From an optimization exercise on the open Yosys and OpenROAD flow, aimed at small area and a short achievable clock period; shortcuts taken in it are not production practice. Function not checked in this run: the RTL went through the layout flow alone. No activity file was given, so power comes from the tool's default toggle rates.

### flow/flow/run.sh
#!/bin/bash
# Standard layout, with plain buffers (instead of delay cells) on the ports, and the
# timing repair aimed at a setup slack of 5.6 ns. The make output goes to standard.log,
# each ORFS step's full log to orfs/logs/.
set -e
export BUFFER_PORTS_ARGS="-buffer_cell sky130_fd_sc_hd__buf_2"
bash standard.sh finish SETUP_SLACK_MARGIN=5.6 > standard.log 2>&1
### flow/standard.sh
#!/bin/bash
# synth_recipe.tcl (not shown) runs the flow's synth.tcl, then flattens the netlist and writes it again
# the make line also repeats each setting of config.mk as NAME=value (left out here)
make -C /OpenROAD-flow-scripts/flow DESIGN_CONFIG=/design/flow/config.mk WORK_HOME=/design/flow/orfs CLKGATE_MAP_FILE= SYNTH_SCRIPT=/design/flow/synth_recipe.tcl "${@:-finish}"
### flow/config.mk
export PLATFORM = sky130hd
export DESIGN_NAME = sigmoid9slices
export DESIGN_NICKNAME = sigmoid9slices
export VERILOG_FILES = /design/flow/design.v
export SDC_FILE = /design/flow/constraint.sdc
export NUM_CORES = 4
export LEC_CHECK = 0
export ABC_AREA = 1
export CAP_MARGIN = 20
export CORE_MARGIN = 2
export CORE_UTILIZATION = 60
export SETUP_SLACK_MARGIN = 5
export SLEW_MARGIN = 20
export TNS_END_PERCENT = 0
### flow/constraint.sdc
create_clock -name core_clock -period 8.0 [get_ports {clk}]
set_input_delay 1.6000 -clock core_clock [delete_from_list [all_inputs] [get_ports {clk}]]
set_output_delay 1.6000 -clock core_clock [all_outputs]
set_load 0.01 [all_outputs]
### flow/design.v
`timescale 1ns / 1ps
module sigmoid9slices (
    input wire clk,
    input wire rst_n,
    input wire signed [15:0] x0_in,
    input wire signed [15:0] x1_in,
    input wire valid_in,
    output reg signed [15:0] y0_out,
    output reg signed [15:0] y1_out,
    output reg valid_out
);
    reg v1, v2;
    always @(posedge clk or negedge rst_n)
        if (!rst_n) begin v1 <= 1'b0; v2 <= 1'b0; valid_out <= 1'b0; end
        else begin v1 <= valid_in; v2 <= v1; valid_out <= v2; end
    function [4:0] thr(input [14:0] u);
        reg lo155, lo2ab, g1, g2, g3, g4, g5;
        begin
            lo155 = u[9] | (u[8] & u[7]) | (u[8] & u[6] & (u[5] | (u[4] & u[3]) | (u[4] & u[2] & (u[1] | u[0]))));
            lo2ab = u[10] | (u[9] & u[8]) | (u[9] & u[7] & (u[6] | (u[5] & u[4]) | (u[5] & u[3] & (u[2] | (u[1] & u[0])))));
            g2 = u[14] | u[13] | u[12];
            g5 = u[14] | (u[13] & u[12]);
            g1 = g2 | u[11] | (u[10] & lo155);
            g3 = u[14] | u[13] | (u[12] & u[11] & lo2ab);
            g4 = u[14] | (u[13] & (u[12] | u[11] | (u[10] & lo155)));
            thr = {g5, g4, g3, g2, g1};
        end
    endfunction
    function [5:0] dec(input [15:0] x);
        reg [14:0] u;
        reg g1, g2, g3, g4, g5;
        reg [4:0] gp, gn;
        begin
            u = x[14:0];
            gp = thr(u);
            gn = thr(~u);
            {g5, g4, g3, g2, g1} = x[15] ? gn : gp;
            dec = {g5, ~g1, g1 & ~g2, g2 & ~g3, g3 & ~g4, g4 & ~g5};
        end
    endfunction
    reg [12:0] a0, a1;   
    reg [5:0] c0, c1;
    always @(posedge clk) begin
        a0 <= {x0_in[15], x0_in[11:0]}; a1 <= {x1_in[15], x1_in[11:0]};
        c0 <= dec(x0_in); c1 <= dec(x1_in);
    end
    wire [10:0] xr0 = a0[10:0];
    wire [10:0] xn0 = ~a0[10:0];
    wire sat0 = c0[5];
    wire r0_0_0 = (c0[0] & xr0[0]) | (c0[1] & xn0[0]);
    wire r0_0_1 = c0[1];
    wire r0_1_0 = ((c0[0] | c0[2] | c0[3]) & xr0[0]) | (c0[1] & xn0[1]) | (c0[4] & xn0[0]);
    wire r0_1_1 = (c0[0] & xr0[1]) | c0[4];
    wire r0_2_0 = ((c0[0] | c0[2] | c0[3]) & xr0[1]) | (c0[1] & xn0[2]) | (c0[4] & xn0[1]);
    wire r0_2_1 = (c0[0] & xr0[2]);
    wire r0_3_0 = ((c0[0] | c0[2] | c0[3]) & xr0[2]) | (c0[1] & xn0[3]) | (c0[4] & xn0[2]);
    wire r0_3_1 = ((c0[0] | c0[1]) & xr0[0]);
    wire r0_3_2 = (c0[0] & xr0[3]);
    wire r0_4_0 = ((c0[0] | c0[2] | c0[3]) & xr0[3]) | (c0[1] & xn0[4]) | (c0[4] & xn0[0]);
    wire r0_4_1 = ((c0[0] | c0[1]) & xr0[1]) | (c0[3] & xr0[0]) | c0[4];
    wire r0_4_2 = (c0[0] & xr0[4]) | (c0[4] & xn0[3]);
    wire r0_5_0 = ((c0[0] | c0[2] | c0[3]) & xr0[4]) | (c0[1] & xr0[0]) | (c0[4] & xn0[1]);
    wire r0_5_1 = ((c0[0] | c0[1]) & xr0[2]) | (c0[3] & xr0[1]) | (c0[4] & xn0[4]);
    wire r0_5_2 = (c0[0] & xr0[5]) | (c0[1] & xn0[5]);
    wire r0_6_0 = ((c0[0] | c0[2] | c0[3]) & xr0[5]) | (c0[1] & xr0[1]) | (c0[4] & xn0[2]);
    wire r0_6_1 = ((c0[0] | c0[1]) & xr0[3]) | (c0[3] & xr0[0]) | (c0[4] & xn0[5]);
    wire r0_6_2 = (c0[0] & xr0[6]) | (c0[1] & xn0[6]) | (c0[3] & xr0[2]);
    wire r0_7_0 = ((c0[0] | c0[2] | c0[3]) & xr0[6]) | (c0[1] & xr0[2]) | (c0[4] & xn0[3]);
    wire r0_7_1 = ((c0[0] | c0[1]) & xr0[4]) | (c0[2] & xr0[0]) | (c0[3] & xr0[1]) | (c0[4] & xn0[6]);
    wire r0_7_2 = (c0[0] & xr0[7]) | (c0[1] & xn0[7]) | (c0[3] & xr0[3]);
    wire r0_8_0 = ((c0[0] | c0[2] | c0[3]) & xr0[7]) | (c0[1] & xr0[3]) | (c0[4] & xn0[4]);
    wire r0_8_1 = ((c0[0] | c0[1]) & xr0[5]) | (c0[2] & xr0[1]) | (c0[3] & xr0[0]) | (c0[4] & xn0[7]);
    wire r0_8_2 = (c0[0] & xr0[8]) | (c0[1] & xn0[8]) | (c0[3] & xr0[2]);
    wire r0_8_3 = (c0[3] & xr0[4]);
    wire r0_9_0 = ((c0[0] | c0[2] | c0[3]) & xr0[8]) | (c0[1] & xr0[4]) | (c0[4] & xr0[0]);
    wire r0_9_1 = ((c0[0] | c0[1]) & xr0[6]) | (c0[2] & xr0[2]) | (c0[3] & xr0[1]) | (c0[4] & xn0[5]);
    wire r0_9_2 = (c0[0] & xr0[9]) | (c0[1] & xn0[9]) | (c0[3] & xr0[3]) | (c0[4] & xn0[8]);
    wire r0_9_3 = (c0[3] & xr0[5]);
    wire r0_10_0 = ((c0[0] | c0[2] | c0[3]) & xr0[9]) | (c0[1] & xr0[5]) | (c0[4] & xr0[1]);
    wire r0_10_1 = ((c0[0] | c0[1]) & xr0[7]) | (c0[2] & xr0[3]) | (c0[3] & xr0[2]) | (c0[4] & xn0[6]);
    wire r0_10_2 = (c0[0] & xr0[10]) | (c0[1] & xn0[10]) | (c0[3] & xr0[4]) | (c0[4] & xn0[9]);
    wire r0_10_3 = (c0[3] & xr0[6]);
    wire r0_11_0 = ((c0[0] | c0[1]) & xr0[8]) | (c0[2] & xr0[4]) | (c0[3] & xr0[3]) | (c0[4] & xr0[2]);
    wire r0_11_1 = ((c0[0] | c0[2]) & xr0[10]) | (c0[1] & xr0[6]) | (c0[3] & xr0[5]) | (c0[4] & xn0[7]);
    wire r0_11_2 = (c0[3] & xr0[7]) | (c0[4] & xn0[10]);
    wire r0_11_3 = ((c0[0] | c0[1]) & a0[11]) | c0[2] | (c0[3] & a0[10]) | (sat0 & (a0[12] | ~a0[12]));
    wire r0_12_0 = ((c0[0] | c0[1]) & xr0[9]) | (c0[2] & xr0[5]) | (c0[3] & xr0[4]) | (c0[4] & xr0[3]);
    wire r0_12_1 = (c0[1] & xr0[7]) | (c0[3] & xr0[6]) | (c0[4] & xn0[8]);
    wire r0_12_2 = (c0[3] & xr0[8]);
    wire r0_12_3 = (c0[0] & (a0[12] ^ a0[11])) | (c0[1] & a0[12]) | (c0[2] & ~(a0[12] ^ a0[11])) | (c0[3] & a0[11]) | (c0[4] & ~a0[12]) | (sat0 & (~a0[12]));
    wire r0_13_0 = ((c0[0] | c0[1]) & xr0[10]) | (c0[2] & xr0[6]) | (c0[3] & xr0[5]) | (c0[4] & xr0[4]);
    wire r0_13_1 = (c0[1] & xr0[8]) | (c0[3] & xr0[7]) | (c0[4] & xn0[9]);
    wire r0_13_2 = (c0[3] & xr0[9]);
    wire r0_13_3 = (c0[0] & (a0[12] & a0[11])) | ((c0[1] | c0[4]) & ~a0[12]) | (c0[2] & (~a0[12] & a0[11])) | (c0[3] & a0[12]) | (sat0 & (a0[12]));
    wire r0_14_0 = (c0[1] & xr0[9]) | (c0[2] & xr0[7]) | (c0[3] & xr0[6]) | (c0[4] & xr0[5]);
    wire r0_14_1 = (c0[3] & xr0[8]) | (c0[4] & xn0[10]);
    wire r0_14_2 = (c0[3] & xr0[10]);
    wire r0_14_3 = (c0[0] & ~(a0[12] ^ a0[11])) | (c0[1] & (a0[12] ^ a0[11])) | ((c0[2] | c0[3] | c0[4]) & ~a0[12]) | (sat0 & (~a0[12]));
    wire r0_15_0 = (c0[1] & xr0[10]) | (c0[2] & xr0[8]) | (c0[3] & xr0[7]) | (c0[4] & xr0[6]);
    wire r0_15_1 = (c0[3] & xr0[9]);
    wire r0_15_2 = (c0[0] & (~a0[12] & a0[11])) | (c0[1] & (~a0[12] & ~a0[11])) | (c0[2] & a0[12]) | (c0[3] & (a0[12] ^ a0[11])) | (sat0 & (~a0[12]));
    wire r0_16_0 = (c0[2] & xr0[9]) | (c0[3] & xr0[8]) | (c0[4] & xr0[7]);
    wire r0_16_1 = (c0[3] & xr0[10]);
    wire r0_16_2 = ((c0[0] | c0[4]) & ~a0[12]) | (c0[1] & (a0[12] ^ a0[11])) | (c0[2] & a0[12]) | (c0[3] & (~a0[12] | ~a0[11])) | (sat0 & (~a0[12]));
    wire r0_17_0 = (c0[2] & xr0[10]) | (c0[3] & xr0[9]) | (c0[4] & xr0[8]);
    wire r0_17_1 = ((c0[0] | c0[4]) & ~a0[12]) | (c0[1] & (~a0[12] & ~a0[11])) | (c0[2] & a0[12]) | (c0[3] & (a0[12] | ~a0[11])) | (sat0 & (~a0[12]));
    wire r0_18_0 = (c0[3] & xr0[10]) | (c0[4] & xr0[9]);
    wire r0_18_1 = ((c0[0] | c0[1] | c0[4]) & ~a0[12]) | ((c0[2] | c0[3]) & (a0[12] ^ a0[11])) | (sat0 & (~a0[12]));
    wire r0_19_0 = (c0[4] & xr0[10]);
    wire r0_19_1 = ((c0[0] | c0[1] | c0[4]) & ~a0[12]) | (c0[2] & (~a0[12] | ~a0[11])) | (c0[3] & (~a0[12] & a0[11])) | (sat0 & (~a0[12]));
    wire r0_20_0 = ((c0[0] | c0[1]) & ~a0[12]) | (c0[2] & (~a0[12] | ~a0[11])) | (c0[3] & (a0[12] & a0[11])) | c0[4] | (sat0 & (~a0[12]));
    wire r0_21_0 = ((c0[0] | c0[1] | c0[3]) & ~a0[12]) | (c0[2] & (~a0[12] | ~a0[11])) | (sat0 & (~a0[12]));
    wire h0_1s = r0_8_0 ^ r0_8_1;
    wire h0_1c = r0_8_0 & r0_8_1;
    wire f0_2s = r0_9_0 ^ r0_9_1 ^ r0_9_2;
    wire f0_2c = (r0_9_0 & r0_9_1) | (r0_9_0 & r0_9_2) | (r0_9_1 & r0_9_2);
    wire f0_3s = r0_10_0 ^ r0_10_1 ^ r0_10_2;
    wire f0_3c = (r0_10_0 & r0_10_1) | (r0_10_0 & r0_10_2) | (r0_10_1 & r0_10_2);
    wire f0_4s = r0_11_0 ^ r0_11_1 ^ r0_11_2;
    wire f0_4c = (r0_11_0 & r0_11_1) | (r0_11_0 & r0_11_2) | (r0_11_1 & r0_11_2);
    wire f0_5s = r0_12_0 ^ r0_12_1 ^ r0_12_2;
    wire f0_5c = (r0_12_0 & r0_12_1) | (r0_12_0 & r0_12_2) | (r0_12_1 & r0_12_2);
    wire f0_6s = r0_13_0 ^ r0_13_1 ^ r0_13_2;
    wire f0_6c = (r0_13_0 & r0_13_1) | (r0_13_0 & r0_13_2) | (r0_13_1 & r0_13_2);
    wire f0_7s = r0_14_0 ^ r0_14_1 ^ r0_14_2;
    wire f0_7c = (r0_14_0 & r0_14_1) | (r0_14_0 & r0_14_2) | (r0_14_1 & r0_14_2);
    wire h0_8s = r0_15_0 ^ r0_15_1;
    wire h0_8c = r0_15_0 & r0_15_1;
    wire h0_9s = r0_16_0 ^ r0_16_1;
    wire h0_9c = r0_16_0 & r0_16_1;
    wire h0_10s = r0_3_0 ^ r0_3_1;
    wire h0_10c = r0_3_0 & r0_3_1;
    wire f0_11s = r0_4_0 ^ r0_4_1 ^ r0_4_2;
    wire f0_11c = (r0_4_0 & r0_4_1) | (r0_4_0 & r0_4_2) | (r0_4_1 & r0_4_2);
    wire f0_12s = r0_5_0 ^ r0_5_1 ^ r0_5_2;
    wire f0_12c = (r0_5_0 & r0_5_1) | (r0_5_0 & r0_5_2) | (r0_5_1 & r0_5_2);
    wire f0_13s = r0_6_0 ^ r0_6_1 ^ r0_6_2;
    wire f0_13c = (r0_6_0 & r0_6_1) | (r0_6_0 & r0_6_2) | (r0_6_1 & r0_6_2);
    wire f0_14s = r0_7_0 ^ r0_7_1 ^ r0_7_2;
    wire f0_14c = (r0_7_0 & r0_7_1) | (r0_7_0 & r0_7_2) | (r0_7_1 & r0_7_2);
    wire f0_15s = r0_8_2 ^ r0_8_3 ^ h0_1s;
    wire f0_15c = (r0_8_2 & r0_8_3) | (r0_8_2 & h0_1s) | (r0_8_3 & h0_1s);
    wire f0_16s = r0_9_3 ^ h0_1c ^ f0_2s;
    wire f0_16c = (r0_9_3 & h0_1c) | (r0_9_3 & f0_2s) | (h0_1c & f0_2s);
    wire f0_17s = r0_10_3 ^ f0_2c ^ f0_3s;
    wire f0_17c = (r0_10_3 & f0_2c) | (r0_10_3 & f0_3s) | (f0_2c & f0_3s);
    wire f0_18s = r0_11_3 ^ f0_3c ^ f0_4s;
    wire f0_18c = (r0_11_3 & f0_3c) | (r0_11_3 & f0_4s) | (f0_3c & f0_4s);
    wire f0_19s = r0_12_3 ^ f0_4c ^ f0_5s;
    wire f0_19c = (r0_12_3 & f0_4c) | (r0_12_3 & f0_5s) | (f0_4c & f0_5s);
    wire f0_20s = r0_13_3 ^ f0_5c ^ f0_6s;
    wire f0_20c = (r0_13_3 & f0_5c) | (r0_13_3 & f0_6s) | (f0_5c & f0_6s);
    wire f0_21s = r0_14_3 ^ f0_6c ^ f0_7s;
    wire f0_21c = (r0_14_3 & f0_6c) | (r0_14_3 & f0_7s) | (f0_6c & f0_7s);
    wire f0_22s = r0_15_2 ^ f0_7c ^ h0_8s;
    wire f0_22c = (r0_15_2 & f0_7c) | (r0_15_2 & h0_8s) | (f0_7c & h0_8s);
    wire f0_23s = r0_16_2 ^ h0_8c ^ h0_9s;
    wire f0_23c = (r0_16_2 & h0_8c) | (r0_16_2 & h0_9s) | (h0_8c & h0_9s);
    wire f0_24s = r0_17_0 ^ r0_17_1 ^ h0_9c;
    wire f0_24c = (r0_17_0 & r0_17_1) | (r0_17_0 & h0_9c) | (r0_17_1 & h0_9c);
    wire h0_25s = r0_18_0 ^ r0_18_1;
    wire h0_25c = r0_18_0 & r0_18_1;
    wire h0_26s = r0_19_0 ^ r0_19_1;
    wire h0_26c = r0_19_0 & r0_19_1;
    wire lg0_27 = (r0_1_0 & r0_1_1) | ((r0_1_0 | r0_1_1) & (r0_0_0 & r0_0_1));
    wire lp0_27 = (r0_1_0 | r0_1_1) & (r0_0_0 | r0_0_1);
    wire lg0_28 = (r0_3_2 & h0_10s) | ((r0_3_2 | h0_10s) & (r0_2_0 & r0_2_1));
    wire lp0_28 = (r0_3_2 | h0_10s) & (r0_2_0 | r0_2_1);
    wire lg0_29 = (f0_11c & f0_12s) | ((f0_11c | f0_12s) & (h0_10c & f0_11s));
    wire lp0_29 = (f0_11c | f0_12s) & (h0_10c | f0_11s);
    wire lg0_30 = lg0_28 | (lp0_28 & lg0_27);
    wire lp0_30 = lp0_28 & lp0_27;
    wire lg0_31 = lg0_29 | (lp0_29 & lg0_30);
    wire lp0_31 = lp0_29 & lp0_30;
    wire lg0_32 = (f0_13c & f0_14s) | ((f0_13c | f0_14s) & (f0_12c & f0_13s));
    wire lp0_32 = (f0_13c | f0_14s) & (f0_12c | f0_13s);
    wire lg0_33 = (f0_15c & f0_16s) | ((f0_15c | f0_16s) & (f0_14c & f0_15s));
    wire lp0_33 = (f0_15c | f0_16s) & (f0_14c | f0_15s);
    wire lg0_34 = lg0_33 | (lp0_33 & lg0_32);
    wire lp0_34 = lp0_33 & lp0_32;
    wire lg0_35 = (f0_16c & f0_17s) | ((f0_16c | f0_17s) & lg0_34);
    wire lp0_35 = (f0_16c | f0_17s) & lp0_34;
    reg [10:0] sa0, sb0;
    reg lgl0, lgh0, lph0;   
    wire lc0 = lgh0 | (lph0 & lgl0);
    always @(posedge clk) begin
        sa0 <= {r0_21_0, r0_20_0, h0_25c, f0_24c, f0_23c, f0_22c, f0_21c, f0_20c, f0_19c, f0_18c, f0_17c};
        sb0 <= {1'b0, h0_26c, h0_26s, h0_25s, f0_24s, f0_23s, f0_22s, f0_21s, f0_20s, f0_19s, f0_18s};
        lgl0 <= lg0_31; lgh0 <= lg0_35; lph0 <= lp0_35;
    end
    wire [10:0] ys0;
    wire ys0_p0 = (sa0[0] ^ sb0[0]);
    wire ys0_p1 = (sa0[1] ^ sb0[1]);
    wire ys0_p2 = (sa0[2] ^ sb0[2]);
    wire ys0_p3 = (sa0[3] ^ sb0[3]);
    wire ys0_p4 = (sa0[4] ^ sb0[4]);
    wire ys0_p5 = (sa0[5] ^ sb0[5]);
    wire ys0_p6 = (sa0[6] ^ sb0[6]);
    wire ys0_p7 = (sa0[7] ^ sb0[7]);
    wire ys0_p8 = (sa0[8] ^ sb0[8]);
    wire ys0_p9 = (sa0[9] ^ sb0[9]);
    wire ys0_p10 = (sa0[10] ^ sb0[10]);
    wire ys0_g0 = (sa0[0] & sb0[0]) | (ys0_p0 & lc0);
    wire ys0_g1 = (sa0[1] & sb0[1]);
    wire ys0_g2 = (sa0[2] & sb0[2]);
    wire ys0_g3 = (sa0[3] & sb0[3]);
    wire ys0_g4 = (sa0[4] & sb0[4]);
    wire ys0_g5 = (sa0[5] & sb0[5]);
    wire ys0_g6 = (sa0[6] & sb0[6]);
    wire ys0_g7 = (sa0[7] & sb0[7]);
    wire ys0_g8 = (sa0[8] & sb0[8]);
    wire ys0_g9 = (sa0[9] & sb0[9]);
    wire ys0_g10 = (sa0[10] & sb0[10]);
    wire ys0_G36 = ys0_g1 | (ys0_p1 & ys0_g0);
    wire ys0_P36 = ys0_p1 & ys0_p0;
    wire ys0_G37 = ys0_g3 | (ys0_p3 & ys0_g2);
    wire ys0_P37 = ys0_p3 & ys0_p2;
    wire ys0_G38 = ys0_g5 | (ys0_p5 & ys0_g4);
    wire ys0_P38 = ys0_p5 & ys0_p4;
    wire ys0_G39 = ys0_g7 | (ys0_p7 & ys0_g6);
    wire ys0_P39 = ys0_p7 & ys0_p6;
    wire ys0_G40 = ys0_g9 | (ys0_p9 & ys0_g8);
    wire ys0_P40 = ys0_p9 & ys0_p8;
    wire ys0_G41 = ys0_g2 | (ys0_p2 & ys0_G36);
    wire ys0_P41 = ys0_p2 & ys0_P36;
    wire ys0_G42 = ys0_G37 | (ys0_P37 & ys0_G36);
    wire ys0_P42 = ys0_P37 & ys0_P36;
    wire ys0_G43 = ys0_g6 | (ys0_p6 & ys0_G38);
    wire ys0_P43 = ys0_p6 & ys0_P38;
    wire ys0_G44 = ys0_G39 | (ys0_P39 & ys0_G38);
    wire ys0_P44 = ys0_P39 & ys0_P38;
    wire ys0_G45 = ys0_g10 | (ys0_p10 & ys0_G40);
    wire ys0_P45 = ys0_p10 & ys0_P40;
    wire ys0_G46 = ys0_g4 | (ys0_p4 & ys0_G42);
    wire ys0_P46 = ys0_p4 & ys0_P42;
    wire ys0_G47 = ys0_G38 | (ys0_P38 & ys0_G42);
    wire ys0_P47 = ys0_P38 & ys0_P42;
    wire ys0_G48 = ys0_G43 | (ys0_P43 & ys0_G42);
    wire ys0_P48 = ys0_P43 & ys0_P42;
    wire ys0_G49 = ys0_G44 | (ys0_P44 & ys0_G42);
    wire ys0_P49 = ys0_P44 & ys0_P42;
    wire ys0_G50 = ys0_g8 | (ys0_p8 & ys0_G49);
    wire ys0_P50 = ys0_p8 & ys0_P49;
    wire ys0_G51 = ys0_G40 | (ys0_P40 & ys0_G49);
    wire ys0_P51 = ys0_P40 & ys0_P49;
    wire ys0_G52 = ys0_G45 | (ys0_P45 & ys0_G49);
    wire ys0_P52 = ys0_P45 & ys0_P49;
    assign ys0[0] = ys0_p0 ^ lc0;
    assign ys0[1] = ys0_p1 ^ ys0_g0;
    assign ys0[2] = ys0_p2 ^ ys0_G36;
    assign ys0[3] = ys0_p3 ^ ys0_G41;
    assign ys0[4] = ys0_p4 ^ ys0_G42;
    assign ys0[5] = ys0_p5 ^ ys0_G46;
    assign ys0[6] = ys0_p6 ^ ys0_G47;
    assign ys0[7] = ys0_p7 ^ ys0_G48;
    assign ys0[8] = ys0_p8 ^ ys0_G49;
    assign ys0[9] = ys0_p9 ^ ys0_G50;
    assign ys0[10] = ys0_p10 ^ ys0_G51;
    wire ys0_co = ys0_G52;
    always @(posedge clk) y0_out <= {5'b0, ys0};
    wire [10:0] xr1 = a1[10:0];
    wire [10:0] xn1 = ~a1[10:0];
    wire sat1 = c1[5];
    wire r1_0_0 = (c1[0] & xr1[0]) | (c1[1] & xn1[0]);
    wire r1_0_1 = c1[1];
    wire r1_1_0 = ((c1[0] | c1[2] | c1[3]) & xr1[0]) | (c1[1] & xn1[1]) | (c1[4] & xn1[0]);
    wire r1_1_1 = (c1[0] & xr1[1]) | c1[4];
    wire r1_2_0 = ((c1[0] | c1[2] | c1[3]) & xr1[1]) | (c1[1] & xn1[2]) | (c1[4] & xn1[1]);
    wire r1_2_1 = (c1[0] & xr1[2]);
    wire r1_3_0 = ((c1[0] | c1[2] | c1[3]) & xr1[2]) | (c1[1] & xn1[3]) | (c1[4] & xn1[2]);
    wire r1_3_1 = ((c1[0] | c1[1]) & xr1[0]);
    wire r1_3_2 = (c1[0] & xr1[3]);
    wire r1_4_0 = ((c1[0] | c1[2] | c1[3]) & xr1[3]) | (c1[1] & xn1[4]) | (c1[4] & xn1[0]);
    wire r1_4_1 = ((c1[0] | c1[1]) & xr1[1]) | (c1[3] & xr1[0]) | c1[4];
    wire r1_4_2 = (c1[0] & xr1[4]) | (c1[4] & xn1[3]);
    wire r1_5_0 = ((c1[0] | c1[2] | c1[3]) & xr1[4]) | (c1[1] & xr1[0]) | (c1[4] & xn1[1]);
    wire r1_5_1 = ((c1[0] | c1[1]) & xr1[2]) | (c1[3] & xr1[1]) | (c1[4] & xn1[4]);
    wire r1_5_2 = (c1[0] & xr1[5]) | (c1[1] & xn1[5]);
    wire r1_6_0 = ((c1[0] | c1[2] | c1[3]) & xr1[5]) | (c1[1] & xr1[1]) | (c1[4] & xn1[2]);
    wire r1_6_1 = ((c1[0] | c1[1]) & xr1[3]) | (c1[3] & xr1[0]) | (c1[4] & xn1[5]);
    wire r1_6_2 = (c1[0] & xr1[6]) | (c1[1] & xn1[6]) | (c1[3] & xr1[2]);
    wire r1_7_0 = ((c1[0] | c1[2] | c1[3]) & xr1[6]) | (c1[1] & xr1[2]) | (c1[4] & xn1[3]);
    wire r1_7_1 = ((c1[0] | c1[1]) & xr1[4]) | (c1[2] & xr1[0]) | (c1[3] & xr1[1]) | (c1[4] & xn1[6]);
    wire r1_7_2 = (c1[0] & xr1[7]) | (c1[1] & xn1[7]) | (c1[3] & xr1[3]);
    wire r1_8_0 = ((c1[0] | c1[2] | c1[3]) & xr1[7]) | (c1[1] & xr1[3]) | (c1[4] & xn1[4]);
    wire r1_8_1 = ((c1[0] | c1[1]) & xr1[5]) | (c1[2] & xr1[1]) | (c1[3] & xr1[0]) | (c1[4] & xn1[7]);
    wire r1_8_2 = (c1[0] & xr1[8]) | (c1[1] & xn1[8]) | (c1[3] & xr1[2]);
    wire r1_8_3 = (c1[3] & xr1[4]);
    wire r1_9_0 = ((c1[0] | c1[2] | c1[3]) & xr1[8]) | (c1[1] & xr1[4]) | (c1[4] & xr1[0]);
    wire r1_9_1 = ((c1[0] | c1[1]) & xr1[6]) | (c1[2] & xr1[2]) | (c1[3] & xr1[1]) | (c1[4] & xn1[5]);
    wire r1_9_2 = (c1[0] & xr1[9]) | (c1[1] & xn1[9]) | (c1[3] & xr1[3]) | (c1[4] & xn1[8]);
    wire r1_9_3 = (c1[3] & xr1[5]);
    wire r1_10_0 = ((c1[0] | c1[2] | c1[3]) & xr1[9]) | (c1[1] & xr1[5]) | (c1[4] & xr1[1]);
    wire r1_10_1 = ((c1[0] | c1[1]) & xr1[7]) | (c1[2] & xr1[3]) | (c1[3] & xr1[2]) | (c1[4] & xn1[6]);
    wire r1_10_2 = (c1[0] & xr1[10]) | (c1[1] & xn1[10]) | (c1[3] & xr1[4]) | (c1[4] & xn1[9]);
    wire r1_10_3 = (c1[3] & xr1[6]);
    wire r1_11_0 = ((c1[0] | c1[1]) & xr1[8]) | (c1[2] & xr1[4]) | (c1[3] & xr1[3]) | (c1[4] & xr1[2]);
    wire r1_11_1 = ((c1[0] | c1[2]) & xr1[10]) | (c1[1] & xr1[6]) | (c1[3] & xr1[5]) | (c1[4] & xn1[7]);
    wire r1_11_2 = (c1[3] & xr1[7]) | (c1[4] & xn1[10]);
    wire r1_11_3 = ((c1[0] | c1[1]) & a1[11]) | c1[2] | (c1[3] & a1[10]) | (sat1 & (a1[12] | ~a1[12]));
    wire r1_12_0 = ((c1[0] | c1[1]) & xr1[9]) | (c1[2] & xr1[5]) | (c1[3] & xr1[4]) | (c1[4] & xr1[3]);
    wire r1_12_1 = (c1[1] & xr1[7]) | (c1[3] & xr1[6]) | (c1[4] & xn1[8]);
    wire r1_12_2 = (c1[3] & xr1[8]);
    wire r1_12_3 = (c1[0] & (a1[12] ^ a1[11])) | (c1[1] & a1[12]) | (c1[2] & ~(a1[12] ^ a1[11])) | (c1[3] & a1[11]) | (c1[4] & ~a1[12]) | (sat1 & (~a1[12]));
    wire r1_13_0 = ((c1[0] | c1[1]) & xr1[10]) | (c1[2] & xr1[6]) | (c1[3] & xr1[5]) | (c1[4] & xr1[4]);
    wire r1_13_1 = (c1[1] & xr1[8]) | (c1[3] & xr1[7]) | (c1[4] & xn1[9]);
    wire r1_13_2 = (c1[3] & xr1[9]);
    wire r1_13_3 = (c1[0] & (a1[12] & a1[11])) | ((c1[1] | c1[4]) & ~a1[12]) | (c1[2] & (~a1[12] & a1[11])) | (c1[3] & a1[12]) | (sat1 & (a1[12]));
    wire r1_14_0 = (c1[1] & xr1[9]) | (c1[2] & xr1[7]) | (c1[3] & xr1[6]) | (c1[4] & xr1[5]);
    wire r1_14_1 = (c1[3] & xr1[8]) | (c1[4] & xn1[10]);
    wire r1_14_2 = (c1[3] & xr1[10]);
    wire r1_14_3 = (c1[0] & ~(a1[12] ^ a1[11])) | (c1[1] & (a1[12] ^ a1[11])) | ((c1[2] | c1[3] | c1[4]) & ~a1[12]) | (sat1 & (~a1[12]));
    wire r1_15_0 = (c1[1] & xr1[10]) | (c1[2] & xr1[8]) | (c1[3] & xr1[7]) | (c1[4] & xr1[6]);
    wire r1_15_1 = (c1[3] & xr1[9]);
    wire r1_15_2 = (c1[0] & (~a1[12] & a1[11])) | (c1[1] & (~a1[12] & ~a1[11])) | (c1[2] & a1[12]) | (c1[3] & (a1[12] ^ a1[11])) | (sat1 & (~a1[12]));
    wire r1_16_0 = (c1[2] & xr1[9]) | (c1[3] & xr1[8]) | (c1[4] & xr1[7]);
    wire r1_16_1 = (c1[3] & xr1[10]);
    wire r1_16_2 = ((c1[0] | c1[4]) & ~a1[12]) | (c1[1] & (a1[12] ^ a1[11])) | (c1[2] & a1[12]) | (c1[3] & (~a1[12] | ~a1[11])) | (sat1 & (~a1[12]));
    wire r1_17_0 = (c1[2] & xr1[10]) | (c1[3] & xr1[9]) | (c1[4] & xr1[8]);
    wire r1_17_1 = ((c1[0] | c1[4]) & ~a1[12]) | (c1[1] & (~a1[12] & ~a1[11])) | (c1[2] & a1[12]) | (c1[3] & (a1[12] | ~a1[11])) | (sat1 & (~a1[12]));
    wire r1_18_0 = (c1[3] & xr1[10]) | (c1[4] & xr1[9]);
    wire r1_18_1 = ((c1[0] | c1[1] | c1[4]) & ~a1[12]) | ((c1[2] | c1[3]) & (a1[12] ^ a1[11])) | (sat1 & (~a1[12]));
    wire r1_19_0 = (c1[4] & xr1[10]);
    wire r1_19_1 = ((c1[0] | c1[1] | c1[4]) & ~a1[12]) | (c1[2] & (~a1[12] | ~a1[11])) | (c1[3] & (~a1[12] & a1[11])) | (sat1 & (~a1[12]));
    wire r1_20_0 = ((c1[0] | c1[1]) & ~a1[12]) | (c1[2] & (~a1[12] | ~a1[11])) | (c1[3] & (a1[12] & a1[11])) | c1[4] | (sat1 & (~a1[12]));
    wire r1_21_0 = ((c1[0] | c1[1] | c1[3]) & ~a1[12]) | (c1[2] & (~a1[12] | ~a1[11])) | (sat1 & (~a1[12]));
    wire h1_53s = r1_8_0 ^ r1_8_1;
    wire h1_53c = r1_8_0 & r1_8_1;
    wire f1_54s = r1_9_0 ^ r1_9_1 ^ r1_9_2;
    wire f1_54c = (r1_9_0 & r1_9_1) | (r1_9_0 & r1_9_2) | (r1_9_1 & r1_9_2);
    wire f1_55s = r1_10_0 ^ r1_10_1 ^ r1_10_2;
    wire f1_55c = (r1_10_0 & r1_10_1) | (r1_10_0 & r1_10_2) | (r1_10_1 & r1_10_2);
    wire f1_56s = r1_11_0 ^ r1_11_1 ^ r1_11_2;
    wire f1_56c = (r1_11_0 & r1_11_1) | (r1_11_0 & r1_11_2) | (r1_11_1 & r1_11_2);
    wire f1_57s = r1_12_0 ^ r1_12_1 ^ r1_12_2;
    wire f1_57c = (r1_12_0 & r1_12_1) | (r1_12_0 & r1_12_2) | (r1_12_1 & r1_12_2);
    wire f1_58s = r1_13_0 ^ r1_13_1 ^ r1_13_2;
    wire f1_58c = (r1_13_0 & r1_13_1) | (r1_13_0 & r1_13_2) | (r1_13_1 & r1_13_2);
    wire f1_59s = r1_14_0 ^ r1_14_1 ^ r1_14_2;
    wire f1_59c = (r1_14_0 & r1_14_1) | (r1_14_0 & r1_14_2) | (r1_14_1 & r1_14_2);
    wire h1_60s = r1_15_0 ^ r1_15_1;
    wire h1_60c = r1_15_0 & r1_15_1;
    wire h1_61s = r1_16_0 ^ r1_16_1;
    wire h1_61c = r1_16_0 & r1_16_1;
    wire h1_62s = r1_3_0 ^ r1_3_1;
    wire h1_62c = r1_3_0 & r1_3_1;
    wire f1_63s = r1_4_0 ^ r1_4_1 ^ r1_4_2;
    wire f1_63c = (r1_4_0 & r1_4_1) | (r1_4_0 & r1_4_2) | (r1_4_1 & r1_4_2);
    wire f1_64s = r1_5_0 ^ r1_5_1 ^ r1_5_2;
    wire f1_64c = (r1_5_0 & r1_5_1) | (r1_5_0 & r1_5_2) | (r1_5_1 & r1_5_2);
    wire f1_65s = r1_6_0 ^ r1_6_1 ^ r1_6_2;
    wire f1_65c = (r1_6_0 & r1_6_1) | (r1_6_0 & r1_6_2) | (r1_6_1 & r1_6_2);
    wire f1_66s = r1_7_0 ^ r1_7_1 ^ r1_7_2;
    wire f1_66c = (r1_7_0 & r1_7_1) | (r1_7_0 & r1_7_2) | (r1_7_1 & r1_7_2);
    wire f1_67s = r1_8_2 ^ r1_8_3 ^ h1_53s;
    wire f1_67c = (r1_8_2 & r1_8_3) | (r1_8_2 & h1_53s) | (r1_8_3 & h1_53s);
    wire f1_68s = r1_9_3 ^ h1_53c ^ f1_54s;
    wire f1_68c = (r1_9_3 & h1_53c) | (r1_9_3 & f1_54s) | (h1_53c & f1_54s);
    wire f1_69s = r1_10_3 ^ f1_54c ^ f1_55s;
    wire f1_69c = (r1_10_3 & f1_54c) | (r1_10_3 & f1_55s) | (f1_54c & f1_55s);
    wire f1_70s = r1_11_3 ^ f1_55c ^ f1_56s;
    wire f1_70c = (r1_11_3 & f1_55c) | (r1_11_3 & f1_56s) | (f1_55c & f1_56s);
    wire f1_71s = r1_12_3 ^ f1_56c ^ f1_57s;
    wire f1_71c = (r1_12_3 & f1_56c) | (r1_12_3 & f1_57s) | (f1_56c & f1_57s);
    wire f1_72s = r1_13_3 ^ f1_57c ^ f1_58s;
    wire f1_72c = (r1_13_3 & f1_57c) | (r1_13_3 & f1_58s) | (f1_57c & f1_58s);
    wire f1_73s = r1_14_3 ^ f1_58c ^ f1_59s;
    wire f1_73c = (r1_14_3 & f1_58c) | (r1_14_3 & f1_59s) | (f1_58c & f1_59s);
    wire f1_74s = r1_15_2 ^ f1_59c ^ h1_60s;
    wire f1_74c = (r1_15_2 & f1_59c) | (r1_15_2 & h1_60s) | (f1_59c & h1_60s);
    wire f1_75s = r1_16_2 ^ h1_60c ^ h1_61s;
    wire f1_75c = (r1_16_2 & h1_60c) | (r1_16_2 & h1_61s) | (h1_60c & h1_61s);
    wire f1_76s = r1_17_0 ^ r1_17_1 ^ h1_61c;
    wire f1_76c = (r1_17_0 & r1_17_1) | (r1_17_0 & h1_61c) | (r1_17_1 & h1_61c);
    wire h1_77s = r1_18_0 ^ r1_18_1;
    wire h1_77c = r1_18_0 & r1_18_1;
    wire h1_78s = r1_19_0 ^ r1_19_1;
    wire h1_78c = r1_19_0 & r1_19_1;
    wire lg1_79 = (r1_1_0 & r1_1_1) | ((r1_1_0 | r1_1_1) & (r1_0_0 & r1_0_1));
    wire lp1_79 = (r1_1_0 | r1_1_1) & (r1_0_0 | r1_0_1);
    wire lg1_80 = (r1_3_2 & h1_62s) | ((r1_3_2 | h1_62s) & (r1_2_0 & r1_2_1));
    wire lp1_80 = (r1_3_2 | h1_62s) & (r1_2_0 | r1_2_1);
    wire lg1_81 = (f1_63c & f1_64s) | ((f1_63c | f1_64s) & (h1_62c & f1_63s));
    wire lp1_81 = (f1_63c | f1_64s) & (h1_62c | f1_63s);
    wire lg1_82 = lg1_80 | (lp1_80 & lg1_79);
    wire lp1_82 = lp1_80 & lp1_79;
    wire lg1_83 = lg1_81 | (lp1_81 & lg1_82);
    wire lp1_83 = lp1_81 & lp1_82;
    wire lg1_84 = (f1_65c & f1_66s) | ((f1_65c | f1_66s) & (f1_64c & f1_65s));
    wire lp1_84 = (f1_65c | f1_66s) & (f1_64c | f1_65s);
    wire lg1_85 = (f1_67c & f1_68s) | ((f1_67c | f1_68s) & (f1_66c & f1_67s));
    wire lp1_85 = (f1_67c | f1_68s) & (f1_66c | f1_67s);
    wire lg1_86 = lg1_85 | (lp1_85 & lg1_84);
    wire lp1_86 = lp1_85 & lp1_84;
    wire lg1_87 = (f1_68c & f1_69s) | ((f1_68c | f1_69s) & lg1_86);
    wire lp1_87 = (f1_68c | f1_69s) & lp1_86;
    reg [10:0] sa1, sb1;
    reg lgl1, lgh1, lph1;   
    wire lc1 = lgh1 | (lph1 & lgl1);
    always @(posedge clk) begin
        sa1 <= {r1_21_0, r1_20_0, h1_77c, f1_76c, f1_75c, f1_74c, f1_73c, f1_72c, f1_71c, f1_70c, f1_69c};
        sb1 <= {1'b0, h1_78c, h1_78s, h1_77s, f1_76s, f1_75s, f1_74s, f1_73s, f1_72s, f1_71s, f1_70s};
        lgl1 <= lg1_83; lgh1 <= lg1_87; lph1 <= lp1_87;
    end
    wire [10:0] ys1;
    wire ys1_p0 = (sa1[0] ^ sb1[0]);
    wire ys1_p1 = (sa1[1] ^ sb1[1]);
    wire ys1_p2 = (sa1[2] ^ sb1[2]);
    wire ys1_p3 = (sa1[3] ^ sb1[3]);
    wire ys1_p4 = (sa1[4] ^ sb1[4]);
    wire ys1_p5 = (sa1[5] ^ sb1[5]);
    wire ys1_p6 = (sa1[6] ^ sb1[6]);
    wire ys1_p7 = (sa1[7] ^ sb1[7]);
    wire ys1_p8 = (sa1[8] ^ sb1[8]);
    wire ys1_p9 = (sa1[9] ^ sb1[9]);
    wire ys1_p10 = (sa1[10] ^ sb1[10]);
    wire ys1_g0 = (sa1[0] & sb1[0]) | (ys1_p0 & lc1);
    wire ys1_g1 = (sa1[1] & sb1[1]);
    wire ys1_g2 = (sa1[2] & sb1[2]);
    wire ys1_g3 = (sa1[3] & sb1[3]);
    wire ys1_g4 = (sa1[4] & sb1[4]);
    wire ys1_g5 = (sa1[5] & sb1[5]);
    wire ys1_g6 = (sa1[6] & sb1[6]);
    wire ys1_g7 = (sa1[7] & sb1[7]);
    wire ys1_g8 = (sa1[8] & sb1[8]);
    wire ys1_g9 = (sa1[9] & sb1[9]);
    wire ys1_g10 = (sa1[10] & sb1[10]);
    wire ys1_G88 = ys1_g1 | (ys1_p1 & ys1_g0);
    wire ys1_P88 = ys1_p1 & ys1_p0;
    wire ys1_G89 = ys1_g3 | (ys1_p3 & ys1_g2);
    wire ys1_P89 = ys1_p3 & ys1_p2;
    wire ys1_G90 = ys1_g5 | (ys1_p5 & ys1_g4);
    wire ys1_P90 = ys1_p5 & ys1_p4;
    wire ys1_G91 = ys1_g7 | (ys1_p7 & ys1_g6);
    wire ys1_P91 = ys1_p7 & ys1_p6;
    wire ys1_G92 = ys1_g9 | (ys1_p9 & ys1_g8);
    wire ys1_P92 = ys1_p9 & ys1_p8;
    wire ys1_G93 = ys1_g2 | (ys1_p2 & ys1_G88);
    wire ys1_P93 = ys1_p2 & ys1_P88;
    wire ys1_G94 = ys1_G89 | (ys1_P89 & ys1_G88);
    wire ys1_P94 = ys1_P89 & ys1_P88;
    wire ys1_G95 = ys1_g6 | (ys1_p6 & ys1_G90);
    wire ys1_P95 = ys1_p6 & ys1_P90;
    wire ys1_G96 = ys1_G91 | (ys1_P91 & ys1_G90);
    wire ys1_P96 = ys1_P91 & ys1_P90;
    wire ys1_G97 = ys1_g10 | (ys1_p10 & ys1_G92);
    wire ys1_P97 = ys1_p10 & ys1_P92;
    wire ys1_G98 = ys1_g4 | (ys1_p4 & ys1_G94);
    wire ys1_P98 = ys1_p4 & ys1_P94;
    wire ys1_G99 = ys1_G90 | (ys1_P90 & ys1_G94);
    wire ys1_P99 = ys1_P90 & ys1_P94;
    wire ys1_G100 = ys1_G95 | (ys1_P95 & ys1_G94);
    wire ys1_P100 = ys1_P95 & ys1_P94;
    wire ys1_G101 = ys1_G96 | (ys1_P96 & ys1_G94);
    wire ys1_P101 = ys1_P96 & ys1_P94;
    wire ys1_G102 = ys1_g8 | (ys1_p8 & ys1_G101);
    wire ys1_P102 = ys1_p8 & ys1_P101;
    wire ys1_G103 = ys1_G92 | (ys1_P92 & ys1_G101);
    wire ys1_P103 = ys1_P92 & ys1_P101;
    wire ys1_G104 = ys1_G97 | (ys1_P97 & ys1_G101);
    wire ys1_P104 = ys1_P97 & ys1_P101;
    assign ys1[0] = ys1_p0 ^ lc1;
    assign ys1[1] = ys1_p1 ^ ys1_g0;
    assign ys1[2] = ys1_p2 ^ ys1_G88;
    assign ys1[3] = ys1_p3 ^ ys1_G93;
    assign ys1[4] = ys1_p4 ^ ys1_G94;
    assign ys1[5] = ys1_p5 ^ ys1_G98;
    assign ys1[6] = ys1_p6 ^ ys1_G99;
    assign ys1[7] = ys1_p7 ^ ys1_G100;
    assign ys1[8] = ys1_p8 ^ ys1_G101;
    assign ys1[9] = ys1_p9 ^ ys1_G102;
    assign ys1[10] = ys1_p10 ^ ys1_G103;
    wire ys1_co = ys1_G104;
    always @(posedge clk) y1_out <= {5'b0, ys1};
endmodule
==> impl_metrics.csv <==
group,metric,value,unit
status,status,"complete, no violations",
clock_tree,insertion_delay,0.34,ns
clock_tree,post_cts_hold_buffer_count,0,
global_route,grt_start_max_net_pins,22,
routing,drc_errors,0,
synth,synth_cell_types,48,
clock_tree,cts_root_buffer,"clkbuf_16",
critical_path,crit_arrival,2.70,ns
placement,place_congestion,0.972,
floorplanning,row_count,38,
routing,drt_iter0_drc,629,
routing,ant_nets,0,
timing,tns,0,ns
finish,final-instance-count-excl-fill,1044,
critical_path,worstPathCellList,"inv_6, nand3_4, buf_4, inv_1, o22ai_1, a21oi_1, fa_1, fa_1, o21ai_1, a21oi_1, a21oi_1",
job,maxCapViolations,0,
routing,first_pass_iters,5,
synth,synth_top_flop_cell,"dfxtp_1",
floorplanning,coreArea,0.0109,mm^2
global_route,grt_pass1_wl,28300,um
placement,port_buffers,57,
critical_path,crit_type,"flip-flop to flip-flop",
worst_hold_path,hp-class,"flip-flop to flip-flop",
timing,finalHoldViolations,0,
clock_tree,htree_levels,3,
critical_path,cp_num_buf_inv,3,
power_and_ir_drop,max-vdd-ir-drop,0.208,mV
timing,period_needed,2.45,ns
synth,netlist.top_cell.by_area,"dfxtp_1",
floorplanning,initial_core_util,0.622,
floorplanning,ios,68,
placement,dp_hpwl,12900,um
routing,wl_per_cell,16.6,um
placement,place_inst,989,
routing,via_per_inst,5.81,
timing,fin_skew,0.00766,ns
finish,drive_gt1_frac,0.187,
timing,drv_slew,0,
synth,ys_seq_area_frac,0.329,
timing,period_share,0.307,
floorplanning,dieWidth,110,um
power_and_ir_drop,leakage,3.91,nW
synth,async_flop_share,0.0270,
critical_path,crit_required,8.24,ns
critical_path,cp_max_fo,7,
critical_path,crit_path_max_incr_delay,0.54,ns
finish,fin_util,0.712,
clock_tree,clkSinkCount,111,
timing,finalSetupViolations,0,
global_route,antenna_found_initial,0,
clock_tree,clk_pin_slew_worst_paths,0.08,ns
clock_tree,cts_tree,"built",
finish,nets,1018,
clock_tree,numCtsBuffers,9,
power_and_ir_drop,fin_total_pwr,1.85,mW
synth,netlist.area_leader.share,0.318,
synth,ys_top_cells_by_area,"dfxtp_1 (32%), fa_1 (15%), nand2_1 (9.9%)",
timing,holdWs,0.367,ns
timing,rsz0062_at_grt,"true",
global_route,grt_pass1_vias,5840,
synth,synth_cells,819,
timing,fmax,0.407,GHz
clock_tree,clk_path_buf_depth,2,
routing,drt_wl_total,17400,um
finish,syn_to_final_growth,14.6,%
synth,synth_edf_count,0,
critical_path,crit_family,"adder cells",
synth,ys_seq_elements,111,
power_and_ir_drop,p_per_area,237,mW/mm^2
critical_path,crit_top_cell,"a21oi_1",
global_route,grt_usage,0.284,
finish,fillers,868,
critical_path,crit_path_start_kind,"flip-flop",
critical_path,cp_slowest_cell,"fa_1",
global_route,grt-ovfl-total,0,
synth,syn-mean-instance-area,8.30,um^2
floorplanning,die_area,0.0122,mm^2
routing,num_vias,6063,
finish,diodes,0,
synth,yosys_warnings,1,
floorplanning,dieHeight,110,um
critical_path,end_kind,"flip-flop",
synth,syn_area,0.00680,mm^2
cell families after synthesis:
| logic type | after synthesis | share of synthesized area |
|---|---|---|
| compound gates | 191 | 0.183 |
| fa+ha+maj | 84 | 0.210 |
| xor+xnor | 8 | 0.0103 |
| flops | 111 | 0.329 |
| buf+inv | 158 | 0.105 |
| other cells | 1 | 0.000552 |
| simple gates | 266 | 0.162 |
layer usage:
layer	track usage	vias to the layer above	routed length (um)
met3	0.0499	60	1560
met4	0.117	0	584
li1	-	2858	-
met5	0	-	0
met1	0.396	2813	7580
met2	0.441	332	7630
sequential cells by signal (all words and copies together) (netlist names):
register / flops
lph1: 1
valid_out: 1
y1_out: 11
sa0: 11
lgl0: 1
lgl1: 1
lgh0: 1
a1: 13
lph0: 1
c1: 6
v1: 1
c0: 6
sb1: 10
y0_out: 11
v2: 1
a0: 13
sa1: 11
sb0: 10
lgh1: 1
per-stage QoR:
step / setup WS, ns / cell area [um^2]
global placement: 5.13 / 7060
finish: 5.55 / 7790
CTS: 5.54 / 7510
global route: 5.38 / 7790
detailed placement: 5.06 / 7060
floorplan: 5.61 / 6830
layout by cell type, fill, tap and decap left out, types with 9 or more instances in the layout:
| cell type | instances |
|---|---|
| ha_1 | 34 |
| inv_1 | 106 |
| dfxtp_1 | 89 |
| o22ai_1 | 15 |
| conb_1 | 10 |
| o221ai_1 | 9 |
| dfxtp_4 | 11 |
| clkbuf_16 | 9 |
| nand2_1 | 175 |
| o21ai_0 | 34 |
| nand3_1 | 22 |
| o2111ai_1 | 14 |
| a21oi_1 | 55 |
| buf_4 | 37 |
| buf_2 | 58 |
| o211ai_1 | 14 |
| nor2_1 | 50 |
| fa_1 | 50 |
timing repair:
| item | 4_1_cts | 5_1_grt |
|---|---|---|
| buffers inserted | 14 | 24 |
| endpoints found under the hold margin | 0 | 0 |
| pin swaps | 2 | 10 |
| gates cloned | 0 | 1 |
| resized for setup | 34 | 28 |
| setup endpoints to repair | 19 | 12 |
area by class of cell:
class                           count  area, um^2  area share
Sequential cell                   111        2290       0.294
Clock inverter                      6        50.0     0.00643
Clock buffer                       10         229      0.0294
Inverter                          122         528      0.0678
Tap cell                          140         175      0.0225
Multi-Input combinational cell    559        3940       0.506
Timing Repair inverter              1        8.76     0.00112
Timing Repair Buffer               95         568      0.0729
path summary, 6_finish.rpt:
check | from | slack (ns) | endpoint | depth (start not counted)
max | c1[3] | 5.55 | lgh1 | 11
min | v1 | 0.37 | v2 | 0
max reg2reg | c1[3] | 5.55 | lgh1 | 11
min in group asynchronous | rst_n | 1.03 | v2 | 1
max in group asynchronous | rst_n | 6.86 | valid_out | 1
min reg2reg | v1 | 0.37 | v2 | 0
cell usage after synthesis, types with 10 or more instances:
| cell type | n |
|---|---|
| o2111ai_1 | 15 |
| dfxtp_1 | 108 |
| a21oi_1 | 56 |
| buf_4 | 14 |
| nor2_1 | 50 |
| ha_1 | 34 |
| o221ai_1 | 10 |
| inv_1 | 109 |
| fa_1 | 50 |
| nand2_1 | 179 |
| o22ai_1 | 15 |
| o21ai_0 | 36 |
| nand3_1 | 22 |
| buf_2 | 13 |
| o211ai_1 | 14 |
power by group:
group          total [mW]  leakage, nW  switching [mW]  internal, mW
Sequential          0.748        0.946          0.0635         0.684
Combinational       0.673         2.84           0.392         0.282
Clock               0.425        0.131           0.209         0.216
worst register-to-register path, cell delays in order, from the launching register on:
cell	delay [ns]
dfxtp_4	0.39
inv_6	0.10
nand3_4	0.09
buf_4	0.16
inv_1	0.11
o22ai_1	0.08
a21oi_1	0.18
fa_1	0.43
fa_1	0.54
o21ai_1	0.08
a21oi_1	0.12
a21oi_1	0.05

==> afterwards: timing with drivers on the ports <==
The results above use ideal ports. As a check the final layout listed here was re-extracted and re-timed, cells and wires unchanged.
Step 1 (the two cells are an assumption about what drives the block):
set clk [get_ports {clk}]
set_driving_cell -lib_cell sky130_fd_sc_hd__clkbuf_16 $clk
set_driving_cell -lib_cell sky130_fd_sc_hd__buf_2 [delete_from_list [all_inputs] $clk]
Step 2 moves the port delays by t, midway between the first and last clock arrival at a register: inputs arrive t later, outputs are due t later. That takes back most of the time a late clock gives input paths.
Slacks: ideal / step 1 / step 2; pairs: ideal / step 1.
t (ns): 0.383
setup WS [ns]: 5.545 / 5.507 / 5.287
worst setup path at the end: input to register
worst data-port slew with drivers (ns): 0.03
cell pins on the clock port's net: 1
After both steps this run still meets setup and hold. The setup slack of this run moves by -0.038 ns with the drivers and by -0.258 ns with both steps.
